This is an optimization exercise on Yosys and OpenROAD, whose aim is small area and a short achievable clock period, not a production implementation.
In this exercise RTL edits were held to simulation tests only and were not proved equivalent to the original.
Power figures rest on the tool's default switching activity, not on a simulated workload.

==> flow/design.v (excerpt) <==
module rv32i_top #(parameter n = 32)
                (
                input  logic clk,
                input  logic reset_n,
                output logic [n-1:0] imem_addr,
                input  logic [n-1:0] imem_rdata,
                output logic [n-1:0] dmem_addr,
                output logic dmem_re,
                output logic [3:0] dmem_wstrb,
                output logic [n-1:0] dmem_wdata,
                input  logic [n-1:0] dmem_rdata
                );
Settings: LEC_CHECK=0, CAP_MARGIN=20, CORE_MARGIN=2, CORE_UTILIZATION=55, CTS_BUF_LIST=sky130_fd_sc_hd__clkbuf_16, CTS_CLUSTER_DIAMETER=80, CTS_CLUSTER_SIZE=20, PLACE_DENSITY=0.75, SETUP_SLACK_MARGIN=3.8, SLEW_MARGIN=20, SYNTH_HIERARCHICAL=1, TNS_END_PERCENT=5; clock period 11.5 ns.
standard.sh (not shown) runs the stock make flow with config.mk's settings and CLKGATE_MAP_FILE= SYNTH_SCRIPT=/design/flow/synth_recipe.tcl, a recipe that flattens the netlist after the stock synthesis.
==> flow/flow/run.sh <==
#!/bin/bash
# Layout flow: the standard flow (standard.sh, unchanged synthesis and
# steps), except that buffer_ports gives every input and output port a
# sky130_fd_sc_hd__buf_2 instead of its default pick (clkdlybuf4s50_1, a slow
# delay buffer). The full make output goes to standard.log in the work folder;
# ORFS keeps its per-step logs under orfs/logs.
set -euo pipefail
export BUFFER_PORTS_ARGS="-buffer_cell sky130_fd_sc_hd__buf_2"
bash standard.sh > standard.log 2>&1
The starting point finished with slew limit left.
==> next run, changes <==
--- a/flow/design.v
+++ b/flow/design.v
@@ -1868,32 +1868,25 @@
     logic use_rs2, sub, cout, ltu, lts, eq;
     logic [31:0] opb, opbx, sum;
     assign use_rs2 = inst[5] & ~inst[2] & (inst[4] | inst[6]);
     assign sub  = (inst[4] & (f3[2:1] == 2'b01)) |
                   (use_rs2 & (~inst[4] | ((f3 == 3'b000) & inst[30])));
     assign opb  = use_rs2 ? rs2v : imm_ls;
     assign opbx = opb ^ {32{sub}};
     ks_addc32 alu_add (.ci(sub), .a(rs1v), .b(opbx), .s(sum), .co(cout));
     assign ltu  = ~cout;
     assign lts  = (rs1v[31] ^ opb[31]) ? rs1v[31] : ltu;
     assign eq   = (sum == 32'd0);
     logic [31:0] addr;
-    logic [31:0] rs1a;
-    genvar ra;
-    generate
-        for (ra = 0; ra < 32; ra = ra + 1) begin : g_rs1a
-            rf_nand2 u (.a(rs1_u0[ra]), .b(rs1_u1[ra]), .y(rs1a[ra]));
-        end
-    endgenerate
-    ks_adder32 addr_add (.au0(rs1_u0), .au1(rs1_u1), .bn(~imm_ls), .a(rs1a), .b(imm_ls), .s(addr));
+    ks_adder32 addr_add (.au0(rs1_u0), .au1(rs1_u1), .bn(~imm_ls), .a(rs1v), .b(imm_ls), .s(addr));
     logic [31:0] op2;
     assign op2 = opb;
     logic [31:0] sh_r;
     dp_shifter shifter (
         .a(rs1v), .sh_rs2(rs2v[4:0]), .sh_imm(inst[24:20]), .use_rs2(use_rs2), .left(~f3[2]),
         .fill(inst[30] & rs1v[31] & f3[2]), .y(sh_r)
     );
     assign dmem_addr = addr;
     assign dmem_re   = is_load;
     always_comb begin
         case (f3[1:0])
             2'b00:   dmem_wstrb = {4{is_store}} & (4'b0001 << addr[1:0]);
After rerunning: This time the run ran to the end with no violations. Worst hold slack barely changes. Design area is lower by about 2.5%. Setup slack got worse by 0.089 ns. Via count is lower by 1.5%. Power goes down by about 2.4%. Final cell count went down by about 1.8%. Sequential share of layout area went up by 0.88 points. Wire length decreases by 0.72%. Critical path depth grows by 5.

== old ==
RTL: one of the versions met above, not the one the previous note started from.
Size: about 5200 cells after synthesis, about 1100 flip-flops, roughly 52000 sq um of cells after synthesis.
==> flow/config.mk <==
export PLATFORM = sky130hd
export DESIGN_NAME = rv32i_top
export DESIGN_NICKNAME = rv32i_top
export VERILOG_FILES = /design/flow/design.v
export SDC_FILE = /design/flow/constraint.sdc
export NUM_CORES = 4
export LEC_CHECK = 0
export CAP_MARGIN = 20
export CORE_MARGIN = 2
export CORE_UTILIZATION = 50
export CTS_BUF_LIST = sky130_fd_sc_hd__clkbuf_16
export CTS_CLUSTER_DIAMETER = 100
export CTS_CLUSTER_SIZE = 24
export PLACE_DENSITY = 0.65
export SETUP_SLACK_MARGIN = 3.6
export SLEW_MARGIN = 20
export SYNTH_HIERARCHICAL = 1
export TNS_END_PERCENT = 5
==> flow/constraint.sdc <==
create_clock -name core_clock -period 11.5 [get_ports {clk}]
set_input_delay 2.3000 -clock core_clock [delete_from_list [all_inputs] [get_ports {clk}]]
set_output_delay 2.3000 -clock core_clock [all_outputs]
set_load 0.01 [all_outputs]
Scripts as last shown in full above: flow/flow/run.sh
old: all stages complete, timing, DRC and antenna checks passed
Input changes introduced in new (baseline for comparison: old):
--- a/flow/design.v
+++ b/flow/design.v
@@ -1873,15 +1873,22 @@
     assign opb  = use_rs2 ? rs2v : imm_ls;
     assign opbx = opb ^ {32{sub}};
     ks_addc32 alu_add (.ci(sub), .a(rs1v), .b(opbx), .s(sum), .co(cout));
     assign ltu  = ~cout;
     assign lts  = (rs1v[31] ^ opb[31]) ? rs1v[31] : ltu;
     assign eq   = (sum == 32'd0);
     logic [31:0] addr;
-    ks_adder32 addr_add (.au0(rs1_u0), .au1(rs1_u1), .bn(~imm_ls), .a(rs1v), .b(imm_ls), .s(addr));
+    logic [31:0] rs1a;
+    genvar ra;
+    generate
+        for (ra = 0; ra < 32; ra = ra + 1) begin : g_rs1a
+            rf_nand2 u (.a(rs1_u0[ra]), .b(rs1_u1[ra]), .y(rs1a[ra]));
+        end
+    endgenerate
+    ks_adder32 addr_add (.au0(rs1_u0), .au1(rs1_u1), .bn(~imm_ls), .a(rs1a), .b(imm_ls), .s(addr));
     logic [31:0] op2;
     assign op2 = opb;
     logic [31:0] sh_r;
     dp_shifter shifter (
         .a(rs1v), .sh_rs2(rs2v[4:0]), .sh_imm(inst[24:20]), .use_rs2(use_rs2), .left(~f3[2]),
         .fill(inst[30] & rs1v[31] & f3[2]), .y(sh_r)
     );
==> comparison <==
new | status: complete | timing, DRC, antenna: pass
Comparing new and old, the higher end-of-flow core utilization is on new.
In new the clock skew turned out 0.017 ns lower than in old.
Diff old..new | fraction of final layout cells sized beyond drive strength 1 | negligible
Looking at new and old, the floorplan die width is a wash.
new vs. old: met3 layer usage reported by global route saw an increase; mean area per synthesized cell -0.38%; standard cell core area barely changed; depth of the CTS H-tree essentially unchanged; cell area after synthesis held steady.
[new vs old] proportion of power drawn by the clock network: lower in new
Between new and old, the difference in overall power consumption is negligible.
There was hardly any difference in combinational logic power between old and new.
On net switching fraction of the power, new and old are neck and neck.
Internal reg-to-reg setup slack was lower in the run labelled new.

port drivers added, routing unchanged:
Ports are ideal in the flow. The routed layouts listed here were re-timed in OpenROAD.
Step 1 sets driving cells, clkbuf_16 on the clock port and buf_2 on the other inputs (assumed; they add their load-dependent delay and slew).
Step 2 also shifts input and output timing later by t, the mid clock arrival at the registers, as if the neighbouring blocks saw the same clock.
Slacks: ideal ports / drivers / drivers and shift; pairs: ideal ports / drivers.
| run | shift t [ns] | setup slack, ns | worst setup path after step 2 | clock arrival spread, ns | worst register clock-pin slew, ns |
|---|---|---|---|---|---|
| the first run of note 1 | 0.744 | 3.497 / 3.279 / 2.681 | input to register | 0.060 / 0.059 | 0.09 / 0.09 |
| the second run of note 1 | 0.797 | 3.408 / 3.258 / 2.730 | input to register | 0.044 / 0.044 | 0.10 / 0.10 |
| old | 0.767 | 3.341 / 3.273 / 2.613 | input to register | 0.058 / 0.058 | 0.12 / 0.12 |
| new | 0.782 | 3.267 / 3.231 / 2.609 | input to register | 0.041 / 0.041 | 0.11 / 0.11 |
The setup slack of the first run of note 1, which loses most, moves by -0.218 ns with the drivers and by -0.816 ns with both steps.
